What follows belongs to an exercise in optimizing a design on an open flow for small area, a short achievable clock period and few clock cycles; a production flow would make more cautious choices. Only simulation tests tie the RTL to the original design; equivalence was not proved. Power and IR drop assume default switching activity.

===== design/flow/design.v =====
`timescale 1 ns / 1 ps
module generic_register_chain #(
   parameter                  DATA_WIDTH     = 32,
   parameter                  CHAIN_LENGTH   = 1
) (
   input                      clk,
   input                      rst,
   input    [DATA_WIDTH-1:0]  data_in,
   output   [DATA_WIDTH-1:0]  data_out
);
   wire  [DATA_WIDTH-1:0]     chain [0:CHAIN_LENGTH];
   assign chain[CHAIN_LENGTH] = data_in;
   genvar i;
   generate
      for (i = CHAIN_LENGTH-1; i >= 0; i = i - 1) begin : REGS
         generic_register #(
            .DATA_WIDTH       (DATA_WIDTH)
         ) REG_I (
            .clk              (clk),
            .rst              (rst),
            .data_in          (chain[i+1]),
            .data_out         (chain[i])
         );
      end
   endgenerate
   assign data_out = chain[0];
endmodule
module generic_register #(
   parameter                  DATA_WIDTH     = 32
) (
   input                      clk,
   input                      rst,
   input    [DATA_WIDTH-1:0]  data_in,
   output   [DATA_WIDTH-1:0]  data_out
);
   reg   [DATA_WIDTH-1:0]     data_s;
   always @(posedge clk)
   begin
      if (rst == 1'd1)
         data_s <= {DATA_WIDTH{1'b0}};
      else
         data_s <= data_in;
   end
   assign data_out = data_s;
endmodule
`timescale 1 ns / 1 ps
module generic_fifo #(
   parameter                  DATA_WIDTH  = 8,
   parameter                  DATA_DEPTH  = 32,
   parameter                  AFULL_POS   = 24
) (
   input                      clk,
   input                      rst,
   output                     afull_out,
   input                      write_en_in,
   input    [DATA_WIDTH-1:0]  data_in,
   output                     empty_out,
   input                      read_en_in,
   output   [DATA_WIDTH-1:0]  data_out
);
   localparam                 PW = $clog2(DATA_DEPTH);
   reg   [DATA_WIDTH-1:0]     memory_s [0:DATA_DEPTH-1];
   reg   [PW-1:0]             push_pointer_s;
   reg   [PW-1:0]             pop_pointer_s;
   wire                       empty_s;
   wire                       afull_s;
   always @(posedge clk)
   begin
      if (rst == 1'd1) begin
         push_pointer_s <= {PW{1'b0}};
      end else if (write_en_in == 1'd1) begin
         memory_s[push_pointer_s] <= data_in;
         if (push_pointer_s >= DATA_DEPTH-1)
            push_pointer_s <= {PW{1'b0}};
         else
            push_pointer_s <= push_pointer_s + 1'd1;
      end
   end
   always @(posedge clk)
   begin
      if (rst == 1'd1) begin
         pop_pointer_s <= {PW{1'b0}};
      end else if (read_en_in == 1'd1 && empty_s == 1'd0) begin
         if (pop_pointer_s >= DATA_DEPTH-1)
            pop_pointer_s <= {PW{1'b0}};
         else
            pop_pointer_s <= pop_pointer_s + 1'd1;
      end
   end
   assign empty_s = (push_pointer_s == pop_pointer_s);
   assign afull_s = ((push_pointer_s > pop_pointer_s) &&
                     ({1'b0, push_pointer_s} - {1'b0, pop_pointer_s} > AFULL_POS)) ||
                    ((push_pointer_s < pop_pointer_s) &&
                     (DATA_DEPTH - 1 - pop_pointer_s + push_pointer_s > AFULL_POS));
   assign empty_out  = empty_s;
   assign afull_out  = afull_s;
   assign data_out   = memory_s[pop_pointer_s];
endmodule
`timescale 1 ns / 1 ps
module fifo_64x512 (
   input                      clk,
   input                      rst,
   input    [63:0]            din,
   input                      wr_en,
   input                      rd_en,
   output   [63:0]            dout,
   output                     full,
   output                     empty,
   output                     prog_full
);
   localparam                 DEPTH       = 16;
   localparam                 PROG_FULL   = 12;
   reg   [63:0]               memory_s [0:DEPTH-1];
   reg   [3:0]                push_pointer_s;
   reg   [3:0]                pop_pointer_s;
   reg   [4:0]                count_s;
   wire                       push_s = wr_en && !full;
   wire                       pop_s  = rd_en && !empty;
   always @(posedge clk)
   begin
      if (push_s)
         memory_s[push_pointer_s] <= din;
   end
   always @(posedge clk)
   begin
      if (rst == 1'd1) begin
         push_pointer_s <= 4'd0;
         pop_pointer_s  <= 4'd0;
         count_s        <= 5'd0;
      end else begin
         if (push_s)
            push_pointer_s <= push_pointer_s + 4'd1;
         if (pop_s)
            pop_pointer_s  <= pop_pointer_s + 4'd1;
         count_s <= count_s + {4'd0, push_s} - {4'd0, pop_s};
      end
   end
   assign dout       = memory_s[pop_pointer_s];
   assign full       = (count_s == DEPTH);
   assign empty      = (count_s == 5'd0);
   assign prog_full  = (count_s >= PROG_FULL);
endmodule
`timescale 1 ns / 1 ps
module mul_48 (
   input                      clk,
   input    [47:0]            a,
   input    [47:0]            b,
   output   [47:0]            p
);
   reg   [47:0]               p_s;
   always @(posedge clk)
   begin
      p_s <= a * b;
   end
   assign p = p_s;
endmodule
`timescale 1 ns / 1 ps
module generic_counter (
   input                      clk,
   input                      rst,
   output                     done,
   input    [63:0]            start_in,
   input    [63:0]            end_in,
   input    [63:0]            step_in,
   input                      read_in,
   output   [63:0]            count_out
);
   reg   [63:0]               counter_s;
   always @(posedge clk)
   begin
      if (rst == 'd1)
         counter_s <= start_in;
      else if (read_in == 'd1)
         counter_s <= counter_s + step_in;
   end
   assign count_out = counter_s;
   assign done = counter_s >= end_in;
endmodule
`timescale 1 ns / 1 ps
module outstanding_requests (
   input                      clk,
   input                      rst,
   output                     done,
   input                      rq_vld_in,
   input                      rs_vld_in
);
   reg   [63:0]               rq_count_s;
   reg   [63:0]               rs_count_s;
   always @(posedge clk)
   begin
      if (rst == 1)              rq_count_s <= 64'd0;
      else if (rq_vld_in == 1)   rq_count_s <= rq_count_s + 64'd1;
      if (rst == 1)              rs_count_s <= 64'd0;
      else if (rs_vld_in == 1)   rs_count_s <= rs_count_s + 64'd1;
   end
   assign done = (rq_count_s == rs_count_s);
endmodule
`timescale 1 ns / 1 ps
module hash_function (
   input                      clk,
   input                      rst,
   input                      valid_in,
   input    [63:0]            data_in,
   output                     valid_out,
   output   [63:0]            data_out
);
   wire  [47:0]               prime_0_s = 48'h00001E698F65;
   wire  [47:0]               prime_1_s = 48'h000024820C8D;
   wire  [47:0]               data_in_0_s;
   wire  [47:0]               data_in_1_s;
   wire  [47:0]               mul_0_s;
   wire  [47:0]               mul_1_s;
   wire  [47:0]               add_s;
   reg                        valid_out_s;
   assign data_in_0_s = {16'd0, data_in[63:32]};
   assign data_in_1_s = {16'd0, data_in[31:0]};
   mul_48 MUL_0 (
      .clk                    (clk),
      .a                      (prime_0_s),
      .b                      (data_in_0_s),
      .p                      (mul_0_s)
   );
   mul_48 MUL_1 (
      .clk                    (clk),
      .a                      (prime_1_s),
      .b                      (data_in_1_s),
      .p                      (mul_1_s)
   );
   assign add_s = mul_0_s + mul_1_s;
   always @(posedge clk)
   begin
      if (rst == 1'd1) begin
         valid_out_s <= 1'd0;
      end else begin
         valid_out_s <= valid_in;
      end
   end
   assign valid_out  = valid_out_s;
   assign data_out   = {33'd0, add_s[30:0]};
endmodule
`timescale 1 ns / 1 ps
module sync_2_fifo (
   input                      clk,
   input                      rst,
   output   [1:0]             afull_out,
   input    [1:0]             write_en_in,
   input    [63:0]            data_1_in,
   input    [63:0]            data_0_in,
   output                     empty_out,
   input                      read_en_in,
   output   [63:0]            data_1_out,
   output   [63:0]            data_0_out
);
   wire  [1:0]                fifo_empty_s;
   fifo_64x512 FIFO_0 (
      .clk                    (clk),
      .rst                    (rst),
      .din                    (data_0_in),
      .wr_en                  (write_en_in[0]),
      .rd_en                  (read_en_in),
      .dout                   (data_0_out),
      .full                   (),
      .empty                  (fifo_empty_s[0]),
      .prog_full              (afull_out[0])
   );
   fifo_64x512 FIFO_1 (
      .clk                    (clk),
      .rst                    (rst),
      .din                    (data_1_in),
      .wr_en                  (write_en_in[1]),
      .rd_en                  (read_en_in),
      .dout                   (data_1_out),
      .full                   (),
      .empty                  (fifo_empty_s[1]),
      .prog_full              (afull_out[1])
   );
   assign empty_out = (fifo_empty_s != 2'd0);
endmodule
`timescale 1 ns / 1 ps
module stream_rows (
   input                clk,
   input                rst,
   output               done,
   input    [63:0]      num_rows_in,
   input    [63:0]      rows_size_in,   
   input    [63:0]      row_start_in,   
   input    [63:0]      row_skip_in,    
   output               output_empty_out,
   input                output_read_en_in,
   output   [63:0]      output_value_out,
   input                row_rq_stall_in,
   output               row_rq_vld_out,
   output   [47:0]      row_rq_vadr_out,
   output               row_rs_stall_out,
   input                row_rs_vld_in,
   input    [63:0]      row_rs_data_in
);
   wire                       curr_row_done_s;
   reg   [7:0]                curr_row_done_hold_s;
   wire                       curr_row_read_en_s;
   wire  [63:0]               curr_row_data_out_s;
   wire                       req_fifo_afull_s;
   wire                       req_fifo_empty_s;
   wire  [47:0]               row_base_address_s;
   wire                       mem_rq_vld_s;
   wire  [47:0]               mem_rq_addr_s;
   wire                       mem_rq_out_done_s;
   wire                       row_fifo_empty_s;
   generic_counter CURR_ROW (
      .clk                    (clk),
      .rst                    (rst),
      .done                   (curr_row_done_s),
      .start_in               (row_start_in),
      .end_in                 (num_rows_in),
      .step_in                (row_skip_in),
      .read_in                (curr_row_read_en_s),
      .count_out              (curr_row_data_out_s)
   );
   assign curr_row_read_en_s = !rst && !req_fifo_afull_s && !curr_row_done_s;
   always @(posedge clk)
   begin
      curr_row_done_hold_s <= {curr_row_done_hold_s[6:0], curr_row_done_s};
   end
   wire                       curr_row_read_en_reg;
   wire  [47:0]               curr_row_data_out_reg;
   wire  [47:0]               curr_row_size_out_reg;
   generic_register_chain #(
      .DATA_WIDTH             (1),
      .CHAIN_LENGTH           (6)
   ) RE_CHAIN (
      .clk                    (clk),
      .rst                    (rst),
      .data_in                (curr_row_read_en_s),
      .data_out               (curr_row_read_en_reg)
   );
   generic_register_chain #(
      .DATA_WIDTH             (48),
      .CHAIN_LENGTH           (5)
   ) DATA_CHAIN (
      .clk                    (clk),
      .rst                    (rst),
      .data_in                (curr_row_data_out_s[47:0]),
      .data_out               (curr_row_data_out_reg)
   );
   mul_48 ROW_BASE (
      .clk                    (clk),
      .a                      (curr_row_data_out_reg),
      .b                      (rows_size_in[47:0]),
      .p                      (row_base_address_s)
   );
   generic_fifo #(
      .DATA_WIDTH             (48),
      .DATA_DEPTH             (32),
      .AFULL_POS              (12)
   ) REQ_FIFO (
      .clk                    (clk),
      .rst                    (rst),
      .afull_out              (req_fifo_afull_s),
      .write_en_in            (curr_row_read_en_reg),
      .data_in                ({3'd0, row_base_address_s[47:3]}),
      .empty_out              (req_fifo_empty_s),
      .read_en_in             (mem_rq_vld_s),
      .data_out               (mem_rq_addr_s)
   );
   assign mem_rq_vld_s = !req_fifo_empty_s && !row_rq_stall_in;
   outstanding_requests MEM_RQ_OUT (
      .clk                    (clk),
      .rst                    (rst),
      .done                   (mem_rq_out_done_s),
      .rq_vld_in              (mem_rq_vld_s),
      .rs_vld_in              (row_rs_vld_in)
   );
   assign row_rq_vld_out      = mem_rq_vld_s;
   assign row_rq_vadr_out     = mem_rq_addr_s;
   generic_fifo #(
      .DATA_WIDTH             (64),
      .DATA_DEPTH             (32),
      .AFULL_POS              (24)
   ) ROW_FIFO (
      .clk                    (clk),
      .rst                    (rst),
      .afull_out              (row_rs_stall_out),
      .write_en_in            (row_rs_vld_in),
      .data_in                (row_rs_data_in),
      .empty_out              (row_fifo_empty_s),
      .read_en_in             (output_read_en_in),
      .data_out               (output_value_out)
   );
   assign output_empty_out = row_fifo_empty_s;
   assign done = (curr_row_done_hold_s == 8'hFF) && req_fifo_empty_s && 
                  mem_rq_out_done_s && row_fifo_empty_s;
endmodule
`timescale 1 ns / 1 ps
module build_phase(
   input                      clk,
   input                      rst,
   output                     done,
   input    [63:0]            row_start_in,
   input    [63:0]            row_skip_in,
   input    [63:0]            hash_table_mask,
   output                     row_afull_out,
   input                      row_write_en_in,
   input    [63:0]            row_value_in,
   input                      ll_afull_in,
   output                     ll_write_en_out,
   output   [47:0]            ll_address_out,
   output   [63:0]            ll_payload_out,
   input                      ht_rq_afull_in,
   output                     ht_rq_read_en_out, 
   output   [47:0]            ht_rq_address_out,
   output   [63:0]            ht_rq_data_out,
   output                     ht_rs_afull_out,
   input                      ht_rs_write_en_in,
   input    [63:0]            ht_rs_data_in,
   input                      ll_update_afull_in,
   output                     ll_update_write_en_out,
   output   [47:0]            ll_update_addr_out,
   output   [63:0]            ll_update_data_out,
   input                      ll_rs_write_en_in
);
   wire                       hash_valid_s;
   wire  [63:0]               hash_data_out_s;
   wire  [63:0]               hash_masked_value_s;
   wire  [1:0]                phase_1_fifo_afull_s;
   wire                       phase_1_fifo_empty_s;
   wire  [63:0]               phase_1_fifo_payload_s;
   wire  [63:0]               phase_1_fifo_hash_value_s;
   wire                       phase_1_fifo_read_en_s;
   hash_function HASH (
      .clk                    (clk),
      .rst                    (rst),
      .valid_in               (row_write_en_in),
      .data_in                ({32'd0, row_value_in[63:32]}),
      .valid_out              (hash_valid_s),
      .data_out               (hash_data_out_s)
   );
   assign hash_masked_value_s = hash_data_out_s & hash_table_mask;
   sync_2_fifo PHASE_1_FIFO (
      .clk                    (clk),
      .rst                    (rst),
      .afull_out              (phase_1_fifo_afull_s),
      .write_en_in            ({row_write_en_in, hash_valid_s}),
      .data_1_in              (row_value_in),
      .data_0_in              (hash_masked_value_s),
      .empty_out              (phase_1_fifo_empty_s),
      .read_en_in             (phase_1_fifo_read_en_s),
      .data_1_out             (phase_1_fifo_payload_s),
      .data_0_out             (phase_1_fifo_hash_value_s)
   );
   assign row_afull_out = (phase_1_fifo_afull_s != 2'd0);
   reg   [63:0]               phase_2_addr_count_s;
   wire                       outstanding_ht_rq_done_s;
   assign phase_1_fifo_read_en_s = !phase_1_fifo_empty_s && !ll_afull_in && !ht_rq_afull_in;
   always @(posedge clk)
   begin
      if (rst == 1'd1)
         phase_2_addr_count_s <= row_start_in;
      else if (phase_1_fifo_read_en_s)
         phase_2_addr_count_s <= phase_2_addr_count_s + row_skip_in;
   end
   assign ll_write_en_out     = phase_1_fifo_read_en_s;
   assign ll_address_out      = phase_2_addr_count_s[47:0] * 48'd2;
   assign ll_payload_out      = phase_1_fifo_payload_s;
   assign ht_rq_read_en_out   = phase_1_fifo_read_en_s;
   assign ht_rq_address_out   = phase_1_fifo_hash_value_s[47:0];
   assign ht_rq_data_out      = phase_2_addr_count_s;
   outstanding_requests OUTSTANDING_HT_REQ (
      .clk                    (clk),
      .rst                    (rst),
      .done                   (outstanding_ht_rq_done_s),
      .rq_vld_in              (phase_1_fifo_read_en_s),
      .rs_vld_in              (ht_rs_write_en_in)
   );
   wire                       phase_3_fifo_empty_s;
   wire                       phase_3_fifo_read_en_s;
   wire  [63:0]               phase_3_fifo_data_out_s;
   reg   [63:0]               phase_3_addr_count_s;
   wire                       outstanding_ll_rq_done_s;
   fifo_64x512 PHASE_3_FIFO (
      .clk                    (clk),
      .rst                    (rst),
      .din                    (ht_rs_data_in),
      .wr_en                  (ht_rs_write_en_in),
      .rd_en                  (phase_3_fifo_read_en_s),
      .dout                   (phase_3_fifo_data_out_s),
      .full                   (),
      .empty                  (phase_3_fifo_empty_s),
      .prog_full              (ht_rs_afull_out)
   );
   assign phase_3_fifo_read_en_s = !phase_3_fifo_empty_s && !ll_update_afull_in;
   always @(posedge clk)
   begin
      if (rst == 1'd1)
         phase_3_addr_count_s <= row_start_in;
      else if (phase_3_fifo_read_en_s)
         phase_3_addr_count_s <= phase_3_addr_count_s + row_skip_in;
   end
   assign ll_update_write_en_out = phase_3_fifo_read_en_s;
   assign ll_update_addr_out     = (phase_3_addr_count_s[47:0] * 48'd2) + 48'd1;
   assign ll_update_data_out     = phase_3_fifo_data_out_s;
   outstanding_requests OUTSTANDING_LL_REQ (
      .clk                    (clk),
      .rst                    (rst),
      .done                   (outstanding_ll_rq_done_s),
      .rq_vld_in              (phase_3_fifo_read_en_s),
      .rs_vld_in              (ll_rs_write_en_in)
   );
   assign done = phase_1_fifo_empty_s && !hash_valid_s && outstanding_ht_rq_done_s &&
                 phase_3_fifo_empty_s && outstanding_ll_rq_done_s;
endmodule 
`timescale 1 ns / 1 ps
module engine (
   input                      clk,
   input                      rst,
   output                     done,
   input    [63:0]            num_rows_in,
   input    [63:0]            rows_size_in,   
   input    [63:0]            row_start_in,   
   input    [63:0]            row_skip_in,    
   input    [63:0]            hash_table_mask,
   input                      row_rq_stall_in,
   output                     row_rq_vld_out,
   output   [47:0]            row_rq_vadr_out,
   output                     row_rs_stall_out,
   input                      row_rs_vld_in,
   input    [63:0]            row_rs_data_in,
   input                      ll_afull_in,
   output                     ll_write_en_out,
   output   [47:0]            ll_address_out,
   output   [63:0]            ll_payload_out,
   input                      ht_rq_afull_in,
   output                     ht_rq_read_en_out, 
   output   [47:0]            ht_rq_address_out,
   output   [63:0]            ht_rq_data_out,
   output                     ht_rs_afull_out,
   input                      ht_rs_write_en_in,
   input    [63:0]            ht_rs_data_in,
   input                      ll_update_afull_in,
   output                     ll_update_write_en_out,
   output   [47:0]            ll_update_addr_out,
   output   [63:0]            ll_update_data_out,
   input                      ll_rs_write_en_in
);
   wire                       rows_done_s;
   wire                       rows_output_empty_s;
   wire  [63:0]               rows_output_value_s;
   wire                       rows_read_en_s;
   wire                       build_done_s;
   wire                       build_row_afull_s;
   stream_rows ROWS (
      .clk                    (clk),
      .rst                    (rst),
      .done                   (rows_done_s),
      .num_rows_in            (num_rows_in),
      .rows_size_in           (rows_size_in),
      .row_start_in           (row_start_in),
      .row_skip_in            (row_skip_in),
      .output_empty_out       (rows_output_empty_s),
      .output_read_en_in      (rows_read_en_s),
      .output_value_out       (rows_output_value_s),
      .row_rq_stall_in        (row_rq_stall_in),
      .row_rq_vld_out         (row_rq_vld_out),
      .row_rq_vadr_out        (row_rq_vadr_out),
      .row_rs_stall_out       (row_rs_stall_out),
      .row_rs_vld_in          (row_rs_vld_in),
      .row_rs_data_in         (row_rs_data_in)
   );
   assign rows_read_en_s = !rows_output_empty_s && !build_row_afull_s;
   build_phase BUILD (
      .clk                    (clk),
      .rst                    (rst),
      .done                   (build_done_s),
      .row_start_in           (row_start_in),
      .row_skip_in            (row_skip_in),
      .hash_table_mask        (hash_table_mask),
      .row_afull_out          (build_row_afull_s),
      .row_write_en_in        (rows_read_en_s),
      .row_value_in           (rows_output_value_s),
      .ll_afull_in            (ll_afull_in),
      .ll_write_en_out        (ll_write_en_out),
      .ll_address_out         (ll_address_out),
      .ll_payload_out         (ll_payload_out),
      .ht_rq_afull_in         (ht_rq_afull_in),
      .ht_rq_read_en_out      (ht_rq_read_en_out), 
      .ht_rq_address_out      (ht_rq_address_out),
      .ht_rq_data_out         (ht_rq_data_out),
      .ht_rs_afull_out        (ht_rs_afull_out),
      .ht_rs_write_en_in      (ht_rs_write_en_in),
      .ht_rs_data_in          (ht_rs_data_in),
      .ll_update_afull_in     (ll_update_afull_in),
      .ll_update_write_en_out (ll_update_write_en_out),
      .ll_update_addr_out     (ll_update_addr_out),
      .ll_update_data_out     (ll_update_data_out),
      .ll_rs_write_en_in      (ll_rs_write_en_in)
   );
   assign done = rows_done_s && build_done_s;
endmodule

===== design/flow/run.sh =====
#!/bin/bash
# synth_recipe.tcl (not shown) runs the flow's synth.tcl, then flattens the netlist and writes it again
# the make line also repeats each setting of config.mk as NAME=value (left out here)
make -C /OpenROAD-flow-scripts/flow DESIGN_CONFIG=/design/flow/config.mk WORK_HOME=/design/flow/orfs CLKGATE_MAP_FILE= SYNTH_SCRIPT=/design/flow/synth_recipe.tcl finish

===== design/flow/constraint.sdc =====
create_clock -name core_clock -period 11.0 [get_ports {clk}]
set_input_delay 2.2000 -clock core_clock [delete_from_list [all_inputs] [get_ports {clk}]]
set_output_delay 2.2000 -clock core_clock [all_outputs]
set_load 0.01 [all_outputs]

===== design/flow/config.mk =====
export PLATFORM = sky130hd
export DESIGN_NAME = engine
export DESIGN_NICKNAME = engine
export VERILOG_FILES = /design/flow/design.v
export SDC_FILE = /design/flow/constraint.sdc
export NUM_CORES = 4
export LEC_CHECK = 0
export CAP_MARGIN = 20
export CORE_MARGIN = 2
export CORE_UTILIZATION = 40
export SLEW_MARGIN = 20

==> notes.md <==
-- final cells by class --
type                    count  area (sq um)
inverters                1611          6047
well taps               10530         13170
multi-input cells        9277        107200
diodes                     72         180.2
clock buffers             914         18920
fillers                 67810        429800
flip-flops and latches   7003        202400
repair buffers           1166         11230
clock inverters           384          3965
-- cell usage after synthesis (75+ instances only) --
cell type	n	area (sq um)
sky130_fd_sc_hd__edfxtp_1	6207	186400
sky130_fd_sc_hd__mux4_2	1876	42250
sky130_fd_sc_hd__inv_1	1608	6036
sky130_fd_sc_hd__fa_1	1105	22120
sky130_fd_sc_hd__nand2_1	984	3694
sky130_fd_sc_hd__dfxtp_1	796	15940
sky130_fd_sc_hd__and2_1	694	4342
sky130_fd_sc_hd__ha_1	673	8421
sky130_fd_sc_hd__nor2_1	659	2474
sky130_fd_sc_hd__clkbuf_1	655	2459
sky130_fd_sc_hd__xnor2_1	429	3757
sky130_fd_sc_hd__o21ai_0	351	1757
sky130_fd_sc_hd__a21oi_1	347	1737
sky130_fd_sc_hd__xor2_1	340	2978
sky130_fd_sc_hd__nor2b_1	289	1808
sky130_fd_sc_hd__a21o_1	181	1359
sky130_fd_sc_hd__nand3_1	172	860.8
sky130_fd_sc_hd__nand4_1	143	894.6
sky130_fd_sc_hd__buf_1	118	442.9
sky130_fd_sc_hd__nor3_1	100	500.5
sky130_fd_sc_hd__mux2_2	96	1081
sky130_fd_sc_hd__or3_1	91	569.3
sky130_fd_sc_hd__and3_1	75	469.2
-- sequential cells by signal, summed over array words and instances (netlist names), 6 cells and up, named ones only --
| register | flops |
|---|---|
| BUILD.phase_2_addr_count_s | 64 |
| BUILD.phase_3_addr_count_s | 47 |
| BUILD.PHASE_1_FIFO.FIFO_0.memory_s | 496 |
| BUILD.OUTSTANDING_HT_REQ.rq_count_s | 64 |
| BUILD.HASH.MUL_1.p_s | 31 |
| ROWS.RE_CHAIN.REGS.REG_I.data_s | 6 |
| ROWS.CURR_ROW.counter_s | 64 |
| ROWS.MEM_RQ_OUT.rs_count_s | 64 |
| ROWS.ROW_FIFO.memory_s | 2048 |
| ROWS.MEM_RQ_OUT.rq_count_s | 64 |
| BUILD.OUTSTANDING_LL_REQ.rq_count_s | 64 |
| ROWS.curr_row_done_hold_s | 8 |
| ROWS.REQ_FIFO.memory_s | 1440 |
| BUILD.OUTSTANDING_LL_REQ.rs_count_s | 64 |
| ROWS.DATA_CHAIN.REGS.REG_I.data_s | 240 |
| BUILD.OUTSTANDING_HT_REQ.rs_count_s | 64 |
| BUILD.PHASE_1_FIFO.FIFO_1.memory_s | 1024 |
| ROWS.ROW_BASE.p_s | 45 |
| BUILD.PHASE_3_FIFO.memory_s | 1024 |
-- critical path, delay by kind of cell --
kind            cells  cell delay, ns
fa+ha+maj          10            4.39
xor+xnor            1            0.14
compound gates      6            1.59
buf+inv             8            1.35
simple gates        5            1.02
-- power by group through the flow --
stage,registers (uW),logic [uW],clock network [uW]
6_report,32400,28000,23800
5_1_grt,32500,31100,25200
2_1_floorplan,32400,19700,0
3_5_place_dp,33000,28100,0
3_3_place_gp,32900,27800,0
4_1_cts,32400,28200,24200
-- placed cells by master (no fill, tap or decap), types with 143 or more instances in the layout --
master | Yosys | routed
sky130_fd_sc_hd__clkbuf_1 | 655 | 173
sky130_fd_sc_hd__nand4_1 | 143 | 143
sky130_fd_sc_hd__nor2_1 | 659 | 558
sky130_fd_sc_hd__clkdlybuf4s50_1 | 0 | 767
sky130_fd_sc_hd__xor2_1 | 340 | 340
sky130_fd_sc_hd__clkbuf_16 | 0 | 718
sky130_fd_sc_hd__nand2_1 | 984 | 984
sky130_fd_sc_hd__inv_1 | 1608 | 1607
sky130_fd_sc_hd__o21ai_0 | 351 | 348
sky130_fd_sc_hd__nand3_1 | 172 | 172
sky130_fd_sc_hd__and2_1 | 694 | 694
sky130_fd_sc_hd__dfxtp_1 | 796 | 762
sky130_fd_sc_hd__a21oi_1 | 347 | 347
sky130_fd_sc_hd__mux4_2 | 1876 | 1876
sky130_fd_sc_hd__fa_1 | 1105 | 1105
sky130_fd_sc_hd__ha_1 | 673 | 673
sky130_fd_sc_hd__edfxtp_1 | 6207 | 6207
sky130_fd_sc_hd__xnor2_1 | 429 | 429
sky130_fd_sc_hd__a21o_1 | 181 | 181
sky130_fd_sc_hd__buf_4 | 72 | 346
sky130_fd_sc_hd__nor2b_1 | 289 | 289
-- final timing paths --
| path | slack, ns | from | depth (start not counted) | endpoint |
|---|---|---|---|---|
| setup / recovery | 1.22 | rows_size_in[5] | 30 | ROWS.ROW_BASE.p_s[47] |
| hold / removal | 0.35 | ROWS.curr_row_done_hold_s[6] | 0 | ROWS.curr_row_done_hold_s[7] |
| setup reg to reg | 1.81 | register | 25 | BUILD.HASH.MUL_1.p_s[27] |
| hold reg to reg | 0.35 | ROWS.curr_row_done_hold_s[6] | 0 | ROWS.curr_row_done_hold_s[7] |
-- layer usage --
layer	GRT usage	vias up	share of wire
li1	-	72300	-
met1	0.3054	91310	0.43
met2	0.3453	5830	0.48
met3	0.03545	1191	0.070
met4	0.05377	32	0.027
met5	0	-	0.00025
-- metrics by stage --
step                hold slack, ns  setup slack, ns  area (sq um)  cells
detailed placement          0.3400           0.2343        339900  29580
CTS                         0.3525            1.388        362800  30880
global placement            0.3360           0.1871        339900  29580
global route                0.3594           0.9188        363000  30900
floorplan                   0.3304            1.148        318500  18800
finish                      0.3536            1.221        363100  30960
-- cells by family after synthesis --
kind of cell | count (synthesis)
fa+ha+maj | 1778
simple gates | 3410
flops | 7003
mux | 2015
other cells | 2
buf+inv | 2524
xor+xnor | 773
compound gates | 1279
==> notes.md <==
The max capacitance violation total is 0. Setup repair after global routing left no endpoint under its margin. Of all nets on the critical path, the largest fanout is 18. The critical path launch point type is an input pin.

The leakage dissipation came out at 0.1232 uW. The share of total power consumed by net switching came out at 0.3239. The largest clock skew in the final design came out at around 0.11 ns. The total wirelength of the detailed-routed design is 877100 um. The count of synthesis-stage warnings from yosys is 13. In this design, the stage delay of the slowest critical-path cell is around 0.74 ns. The number of global-route vias before repair is ~170k. The post-layout minimum cycle time came out at 9.779 ns. The global-route congestion overflow total is 0. The number of buffers created by CTS is around 700. The total net switching power came out at approximately 27000 uW.

Cell internal power was estimated by the tool at ~57000 uW. The multiplexer share of the synthesized area came out at 0.1374. The number of gates resized after CTS came out at 0. The part of the total power dissipated in sequential elements came out at 0.384. The combinational family with the most area after synthesis is multiplexers. The height of the chip is approximately 900 um. After clock tree synthesis, the clock-pin slew on the worst setup and hold paths is 0.06 ns. The area of the mapped netlist came out at ~320000 sq um.

At the worst endpoint, the required time is 11.95 ns. The total of hold buffers inserted after clock tree synthesis came out at 0. Among all flip-flop cells after synthesis, the most frequent one is sky130_fd_sc_hd__edfxtp_1. The post-route total power came out at between 80000 and 90000 uW.

The number of rows created at floorplan is approximately 330. The worst max-slew margin expressed relative to the limit is 0.2025. The worst IR drop on VDD came out at 2.089 mV.

The average wire length per cell after detail routing is 28.33 um. The flow ran to the end and the layout has no timing, DRC or antenna violations. After detailed routing, the number of vias per cell comes to between 5 and 6. The number of failing hold endpoints at the final stage came to 0.

Setup violations remaining at the end of the flow were counted as 0. Of the total power, combinational logic draws 0.333. The sequential-to-total area share from yosys stat is 0.6354. The number of pins with negative max-slew slack in the final report is 0. The area fraction in and, or, nand and nor cells after synthesis is 0.05367.

The total vias in the final route is between 150k and 200k. The synthesized-area fraction occupied by adder cells is 0.09591. The DRC violation count after routing is 0. The count of flip-flops with a built-in enable after synthesis is ~6200. The area added between synthesis and finish came out at 14.03%.

The synthesized flop and latch total is around 7000. In this run, the number of DRC markers left after iteration 0 of detailed routing was between 15000 and 20000. Of the total power, the clock network draws 0.283. The final weighted congestion in routability-driven placement came out at between 0.9 and 1. The number of detailed-route iterations in the first pass came out at 8.

The antenna violation net count after detailed routing is 0. The number of nets in the finished design is 22010. The share of final-layout standard cells stronger than drive strength 1 is 0.1754. The pin count of the biggest net entering global routing is between 150 and 200. Port buffering added ~780 buffers. The top-level port count came out at about 850. Counting every sink on the clock net gives 7003. The post-synthesis cell type count came out at 92.

Dividing the synthesized area by the synthesized cell count gives approximately 17 sq um. The fraction of registers with async set or reset after synthesis came out at 0. The initial antenna violation count is 110. The part of the cycle the worst path needs is 0.8890.

The utilization after layout came out at 0.4579. Post-CTS timing repair inserted 0 buffers for setup. The level count of the clock H-tree came out at 6.

The combined global-route utilization of all metal layers came out at 0.2142. The final setup TNS came out at 0 ns. The worst path arrival time came out at ~11 ns. The horizontal die dimension came out at around 900 um.

The clock tree from TritonCTS is built. The effective utilization at floorplan is 0.4016. The critical path in this run is classified as in -> reg. The share of the synthesized area in compound gates (AO/OA/AOI/OAI) is 0.02517. The critical path's most frequent cell is sky130_fd_sc_hd__fa_1. Of the total synthesized cell area, the portion taken by XOR and XNOR cells is 0.02140. CTS placed an instance of sky130_fd_sc_hd__clkbuf_16 at the clock tree root.

The global-route wire length before repair came out at approximately 1300000 um. The number of standard cells after synthesis came out at 18780. Static timing analysis puts the maximum clock frequency at between 100 and 150 MHz. STA classifies the critical path endpoint as a register. The clock reaches the later pin of the worst-skew pair after 1.17 ns. The HPWL after detailed placement is between 500000 and 600000 um. The core region is around 790000 sq um. The clock tree buffer depth came out at 4. For this design the ratio of total power to cell area is between 200 and 250 nW/um^2. The min-delay analysis places its worst path in the category reg -> reg. For the pin with the worst max-slew slack, the measured transition is around 1.2 ns. The die covers 803200 sq um. The largest individual stage delay along the critical path comes from the cell sky130_fd_sc_hd__clkdlybuf4s50_1.
Testbench counts, summed over its fixed seeds: cycles 12,407.

==> separate check: timing with driven ports <==
How much do the figures lean on ideal ports? The routed layout below was timed once more, with nothing changed but the port constraints. Step 1 sets driving cells, clkbuf_16 on the clock port and buf_2 on the other inputs (assumed; they add their load-dependent delay and slew). Step 2 also shifts input and output timing later by t, the mid clock arrival at the registers, as if the neighbouring blocks saw the same clock. a / b / c = ideal / step 1 / step 2; a / b = the first two.
t (ns): 1.250
setup WS [ns]: 1.221 / 1.340 / 0.090
clock arrival spread, ns: 0.137 / 0.137
worst data-port slew with drivers (ns): 0.39
cell pins on the clock port's net: 1
After both steps this run still meets setup and hold. For this run, drivers alone change the setup slack by +0.119 ns; drivers and shift together by -1.131 ns.
